From an optimization exercise on the open Yosys and OpenROAD flow, aimed at small area, a short achievable clock period and few clock cycles per item; shortcuts taken in it are not production practice. Function was checked by simulation only, so behaviour that the tests miss may differ from the original. Power is estimated from default activity; no workload was simulated.

==> design.v <==
module sequential_multiplier #(
    parameter WIDTH = 32
) (
    input  logic clk, rst_n,
    input  logic [WIDTH-1:0] op_a, op_b,
    input  logic en,
    output logic ready,
    output logic [2*WIDTH-1:0] res
);
    logic load, add, shift, decrement;
    logic [WIDTH-1:0] M, Q;  
    logic C;  
    logic [WIDTH-1:0] A;     
    logic [$clog2(WIDTH)-1:0] P;  
    always_ff @ (posedge clk) begin
        if (load) begin
            P <= WIDTH;
            A <= 0;
            C <= 0;
            M <= op_a;
            Q <= op_b;
        end
        if (add) {C, A} <= A + M;
        if (shift) {C, A, Q} <= {C, A, Q} >> 1;
        if (decrement) P <= P-1;
    end
    assign res = {A, Q};
    typedef enum logic [1:0] { S_IDLE, S_ADD, S_SHIFT } state_t;
    state_t [2: 0] state, next_state;
    always_ff @(posedge clk) begin
        if (!rst_n) 
            state <= S_IDLE;
        else        
            state <= next_state;
    end
    always_comb begin
        next_state = S_IDLE;
        load = '0;
        add = '0;
        shift = '0;
        decrement = '0;
        ready = '0;
        case (state)
            S_IDLE: begin
                ready = 1'b1;
                if (en) begin
                    load = 1'b1;
                    next_state = S_ADD;
                end else 
                    next_state = S_IDLE;
            end
            S_ADD: begin
                decrement = 1'b1;
                if (Q[0]) add = 1'b1;
                next_state = S_SHIFT;
            end
            S_SHIFT: begin
                shift = 1'b1;
                if (P == 0) 
                    next_state = S_IDLE;
                else 
                    next_state = S_ADD;
            end
            default: next_state = S_IDLE;
        endcase
    end
endmodule
module alu_mul #(
    parameter TAG_WIDTH = 7
) (
    input  logic clk, rst_n,
    input  logic                 in_valid,
    input  logic [3:0]           in_ctrl,
    input  logic [31:0]          in_a,
    input  logic [31:0]          in_b,
    input  logic [TAG_WIDTH-1:0] in_tag,
    output logic free,
    output logic                 cdb_req,
    output logic [TAG_WIDTH-1:0] cdb_tag,
    output logic [31:0]          cdb_data,
    input  logic                 cdb_grant
);
    localparam logic [3:0] ALU_MUL = 4'd1;
    logic [31:0] a, b;
    logic valid_i;
    always_comb begin : u_alias_block
        a = in_a;
        b = in_b;
        valid_i = in_valid;
    end
    logic [31:0] result, result_reg;
    logic [TAG_WIDTH-1:0] tag_out;
    logic valid_out;
    logic [3:0] ctrl_q;
    logic [TAG_WIDTH-1:0] tag_q;
    logic start, load, mul_rdy, busy;
    logic [63:0] product;
    sequential_multiplier #( .WIDTH(32)) u_multiplier (
        .clk(clk), .rst_n(rst_n),
        .op_a(a), .op_b(b),
        .en(start),
        .ready(mul_rdy),
        .res(product)
    );
    always_ff @(posedge clk) begin : r_issue_hold
        if (start) begin
            ctrl_q <= in_ctrl;
            tag_q  <= in_tag;
        end
    end
    always_comb begin : u_alu_mul
        case (ctrl_q)
            ALU_MUL:  result = product[31:0];
            default:  result = 32'b0;
        endcase
    end
    always_ff @(posedge clk) begin : r_result_out
        if (!rst_n) begin
            result_reg <= '0;
            tag_out <= '0;
        end else if (load) begin
            result_reg <= result;
            tag_out <= tag_q;
        end
    end
    always_ff @(posedge clk) begin
        if (!rst_n) begin
            valid_out <= '0;
        end else if (cdb_grant) begin
            valid_out <= '0;
        end else if (load) begin
            valid_out <= '1;
        end
    end
    typedef enum logic [1:0] { S_IDLE, S_EXEC, S_LOAD } state_t;
    state_t [2: 0] state, next_state;
    always_ff @(posedge clk) begin
        if (!rst_n)
            state <= S_IDLE;
        else
            state <= next_state;
    end
    always_comb begin
        next_state = S_IDLE;
        load = 1'b0;
        free = 1'b0;
        start = 1'b0;
        case (state)
            S_IDLE: begin
                free = 1'b1;
                if (valid_i) begin
                    start = 1'b1;
                    next_state = S_EXEC;
                end else begin
                    next_state = S_IDLE;
                end
            end
            S_EXEC: begin
                if (mul_rdy && valid_out == 1'b0) begin
                    next_state = S_LOAD;
                end else begin
                    next_state = S_EXEC;
                end
            end
            S_LOAD: begin
                load = 1'b1;
                next_state = S_IDLE;
            end
            default: next_state = S_IDLE;
        endcase
    end
    always_comb begin : u_cdb_input
        cdb_tag  = tag_out;
        cdb_data = result_reg;
        cdb_req  = valid_out;
    end
endmodule : alu_mul
module mul_fu (
    input  logic        clk,
    input  logic        rst_n,
    input  logic        in_valid,
    input  logic [3:0]  in_ctrl,
    input  logic [31:0] in_a,
    input  logic [31:0] in_b,
    input  logic [6:0]  in_tag,
    output logic        in_ready,
    output logic        out_req,
    output logic [6:0]  out_tag,
    output logic [31:0] out_data,
    input  logic        out_grant
);
    alu_mul #(.TAG_WIDTH(7)) u_alu_mul (
        .clk(clk), .rst_n(rst_n),
        .in_valid(in_valid), .in_ctrl(in_ctrl), .in_a(in_a), .in_b(in_b), .in_tag(in_tag),
        .free(in_ready),
        .cdb_req(out_req), .cdb_tag(out_tag), .cdb_data(out_data), .cdb_grant(out_grant)
    );
endmodule
==> run.sh <==
#!/bin/bash
# synth_recipe.tcl (not shown) runs the flow's synth.tcl, then flattens the netlist and writes it again
# the make line also repeats each setting of config.mk as NAME=value (left out here)
make -C /OpenROAD-flow-scripts/flow DESIGN_CONFIG=/design/flow/config.mk WORK_HOME=/design/flow/orfs CLKGATE_MAP_FILE= SYNTH_SCRIPT=/design/flow/synth_recipe.tcl finish
==> config.mk <==
export PLATFORM = sky130hd
export DESIGN_NAME = mul_fu
export DESIGN_NICKNAME = mul_fu
export VERILOG_FILES = /design/flow/design.v
export SDC_FILE = /design/flow/constraint.sdc
export NUM_CORES = 4
export LEC_CHECK = 0
export CAP_MARGIN = 20
export CORE_MARGIN = 2
export CORE_UTILIZATION = 40
export SLEW_MARGIN = 20
==> constraint.sdc <==
create_clock -name core_clock -period 10.0 [get_ports {clk}]
set_input_delay 2.0000 -clock core_clock [delete_from_list [all_inputs] [get_ports {clk}]]
set_output_delay 2.0000 -clock core_clock [all_outputs]
set_load 0.01 [all_outputs]
==> results.txt <==
----------------------------------------------------
[Final layout]
  Post-route cell area ... 9560 µm²
  Number of nets at the end of the flow ... 898
  Count of antenna diodes in the layout ... 0
  Final Util ... 51.4%
  Syn-to-layout area delta ... 26.8%
  Fraction of final layout cells with drive strength greater than 1 ... 11.0%

[Status]
  Status ... no timing/DRC/antenna violations

[Power]
  Post-layout power ... 1.82 mW
  Leak Pwr ... 3.44 nW
  Worst IR Drop VDD ... 0.120 mV
  Power Dens Cells ... 191 nW/µm²

[Clock network]
  TritonCTS buffer count ... 17
  Post-CTS setup buffer count ... 0
  Clock-pin slew reported for the worst setup and hold paths after clock tree synthesis ... 0.06 ns
  Post-CTS Hold Fix Bufs ... 0
  Clock Sink Count ... 157
  CTS HTree Levels ... 4
  Total of cells resized after clock tree synthesis ... 0
  Clock tree from TritonCTS ... built
  CTS root buf ... sky130_fd_sc_hd__clkbuf_16
  Clk Latency, worst-skew pair ... 0.43 ns
  Buffer depth of the longest clock path ... 2

[Logic synthesis]
  Gate Count Post-Synth ... 671
  Cell types occupying the most area after synthesis ... sky130_fd_sc_hd__edfxtp_1 45%, sky130_fd_sc_hd__dfxtp_1 12%, sky130_fd_sc_hd__ha_1 5.5%
  Cell area after synthesis ... 7540 µm²
  Sequential-to-total area share from yosys stat ... 56.6%
  Async set or reset register ratio after synthesis ... 0%
  Total of warnings raised by yosys ... 2
  Distinct cell type count after synthesis ... 59
  Post-synth top cells ... 112 x sky130_fd_sc_hd__edfxtp_1, 73 x sky130_fd_sc_hd__nand2_1, 72 x sky130_fd_sc_hd__nor2_1
  Average footprint of a synthesized cell ... 11.2 µm²
  EDFF count, synth ... 112
  Fraction of post-synthesis cell area in the top cell type by area ... 44.6%
  Top cell type by total area after synthesis ... sky130_fd_sc_hd__edfxtp_1
  Predominant post-synthesis flop cell ... sky130_fd_sc_hd__edfxtp_1
  Most frequent cell after synthesis ... sky130_fd_sc_hd__edfxtp_1
  Post-Syn Nets ... 784
  Flip-flop and latch count after synthesis ... 157

[GRT]
  Antenna violations before repair ... 0
  Largest net degree at the start of global routing ... 65
  Total overflow reported by the global router ... 0
  Global-route wire length before repair ... 28,400 µm
  Global-route total usage across every layer ... 17.9%
  Vias in the first global route ... 5,495

[Floorplanning]
  Width of the chip ... 141 µm
  Initial core utilization ... 40.6%
  Number of placement rows ... 50
  Placeable core region ... 18,600 µm²
  Die extent in y ... 141 µm
  Die area ... 20,000 µm²
  Count of boundary I/O pins ... 120

[Timing]
  Portion of the clock cycle consumed by the worst path in the final layout ... 38.0%
  Post-Route Skew ... 0.0132 ns
  Worst max-slew margin expressed relative to the limit ... 48.2%
  Shortest period the worst path allows ... 3.80 ns
  Number of hold violations in the final report ... 0
  Final setup vio count ... 0
  Worst slew pin tran ... 0.778 ns
  Post-layout worst setup margin ... 6.20 ns
  Maximum clock frequency ... 263 MHz
  Max-slew violation total from the final report ... 0
  Final total negative setup slack ... 0 ns
  Unrepaired setup endpoints after global routing ... false

[Worst hold path]
  Hold-critical path depth ... 2
  Worst hold path endpoint ... u_alu_mul.tag_out[4]
  Worst min-delay path category ... reg -> reg
  Startpoint of the tightest hold check path ... u_alu_mul.tag_out[4]

[Worst setup path]
  Worst R2R Start ... u_alu_mul.u_multiplier.M[0]
  WP data arrival ... 3.86 ns
  Startpoint types ... input pin
  Worst setup EP type ... register
  Critical Setup Path Class ... in -> reg
  RR Endpoint ... u_alu_mul.u_multiplier.A[28]
  Worst Path Max Fanout ... 32
  Count of cells along the worst register-to-register path ... 10
  Setup slack, reg-to-reg ... 7.06 ns
  Critical path required time ... 10.07 ns

[Detailed routing]
  Remaining design rule violation count ... 0
  Detailed-route wire length per cell ... 16.9 µm
  1st-iter DRT viols ... 334
  Vias per std cell ... 5.34
  Routed vias ... 5,512
  Final Routed Wirelength ... 17,500 µm
  Count of TritonRoute iterations in the first routing pass ... 5
  Count of antenna-violating nets left after detailed routing ... 0

[Place]
  Worst setup slack after placement ... 5.72 ns
  Half-perimeter wire length of the detailed placement result ... 12,200 µm
  Number of input and output port buffers inserted ... 119
  Post-place instance area ... 8980 µm²
  GP Congestion ... 0.907

[Run]
  Maximum capacitance violations ... 0

----------------------------------------------------
final cells by class:
type                       instances  area [µm²]
multi-input combinational        470        3120
inverter                          12        45.0
sequential                       157        4260
fill                            1641        9020
clock buffer                      17         425
timing repair buffer             127        1260
clock inverter                    15         149
tap                              234         293
metal layers:
metal	vias up	part of all wire [%]	GRT usage, %
met5	-	0	0
met4	0	1.1	4.68
met3	16	5.1	4.35
met2	158	47	29.5
met1	2614	47	23.8
li1	2724	-	-
critical path: stages:
cell and delay (ns):
sky130_fd_sc_hd__clkdlybuf4s50_1 0.48, sky130_fd_sc_hd__and2_1 0.52, sky130_fd_sc_hd__nor2_1 0.07, sky130_fd_sc_hd__or2_2 0.31, sky130_fd_sc_hd__nand2_1 0.07, sky130_fd_sc_hd__buf_4 0.40
where the power goes:
part	internal, mW	total, mW	switching (mW)
registers	0.773	0.802	0.0300
logic	0.160	0.387	0.227
clock network	0.351	0.632	0.282
cells in the final DEF, fill, tap and decap left out, types with 6 or more instances in the layout:
cell	instances
sky130_fd_sc_hd__clkdlybuf4s50_1	119
sky130_fd_sc_hd__nand2b_1	6
sky130_fd_sc_hd__inv_6	6
sky130_fd_sc_hd__a21o_1	12
sky130_fd_sc_hd__edfxtp_1	112
sky130_fd_sc_hd__inv_1	11
sky130_fd_sc_hd__a22oi_1	33
sky130_fd_sc_hd__mux2_2	32
sky130_fd_sc_hd__nand4_1	7
sky130_fd_sc_hd__ha_1	33
sky130_fd_sc_hd__nand2_1	73
sky130_fd_sc_hd__buf_4	7
sky130_fd_sc_hd__xor2_1	19
sky130_fd_sc_hd__o21ai_0	24
sky130_fd_sc_hd__clkbuf_16	17
sky130_fd_sc_hd__dfxtp_1	45
sky130_fd_sc_hd__nor2_1	71
sky130_fd_sc_hd__a21oi_1	42
sky130_fd_sc_hd__xnor2_1	9
sky130_fd_sc_hd__o21ai_1	17
sky130_fd_sc_hd__nand3_1	13
sky130_fd_sc_hd__nor3_1	8
cell families after synthesis:
kind of cell	synth area share, %
AND/OR/NAND/NOR	11.9
AO/OA/AOI/OAI	15.1
flip-flops	56.6
buffers and inverters	2.29
multiplexers	5.11
adder cells (fa/ha/maj)	5.74
XOR/XNOR	3.25
stage by stage:
stage	cells	hold slack, ns
after floorplan	671	0.461
after global placement	999	0.444
after detailed placement	1000	0.451
after CTS	1032	0.460
after global routing	1032	0.472
final	1032	0.457
how the worst max path moves through the flow:
stage          slack (ns)  startpoint                           end  cells past startpoint
3_3_place_gp         5.75    in_valid  u_alu_mul.u_multiplier.A[17]                      6
2_1_floorplan        4.69    in_valid   u_alu_mul.u_multiplier.M[0]                      2
3_5_place_dp         5.72    in_valid  u_alu_mul.u_multiplier.A[15]                      6
5_1_grt              6.00    in_valid   u_alu_mul.u_multiplier.A[2]                      6
6_report             6.20    in_valid  u_alu_mul.u_multiplier.A[29]                      6
4_1_cts              6.17    in_valid  u_alu_mul.u_multiplier.A[27]                      6
Testbench counts, summed over its fixed seeds: cycles 137,225, items 2,048.

-- static timing again, ports no longer ideal --
The results above use ideal ports. As a check the final layout listed here was re-extracted and re-timed, cells and wires unchanged. Step 1 assumes that a clkbuf_16 drives the clock port and a buf_2 every other input. Step 2, shift: input delay + t, output delay - t, t = (earliest + latest rising clock arrival at the registers) / 2. This alone moves slack from input paths to output paths. Slacks: no drivers / after step 1 / after step 2; pairs: no drivers / after step 1.
shift t [ns]: 0.469
setup WS [ns]: 6.204 / 6.208 / 5.739
latest minus earliest clock arrival (ns): 0.014 / 0.014
After both steps setup and hold are still met in this run. For this run, drivers alone change the setup slack by +0.004 ns; drivers and shift together by -0.465 ns.
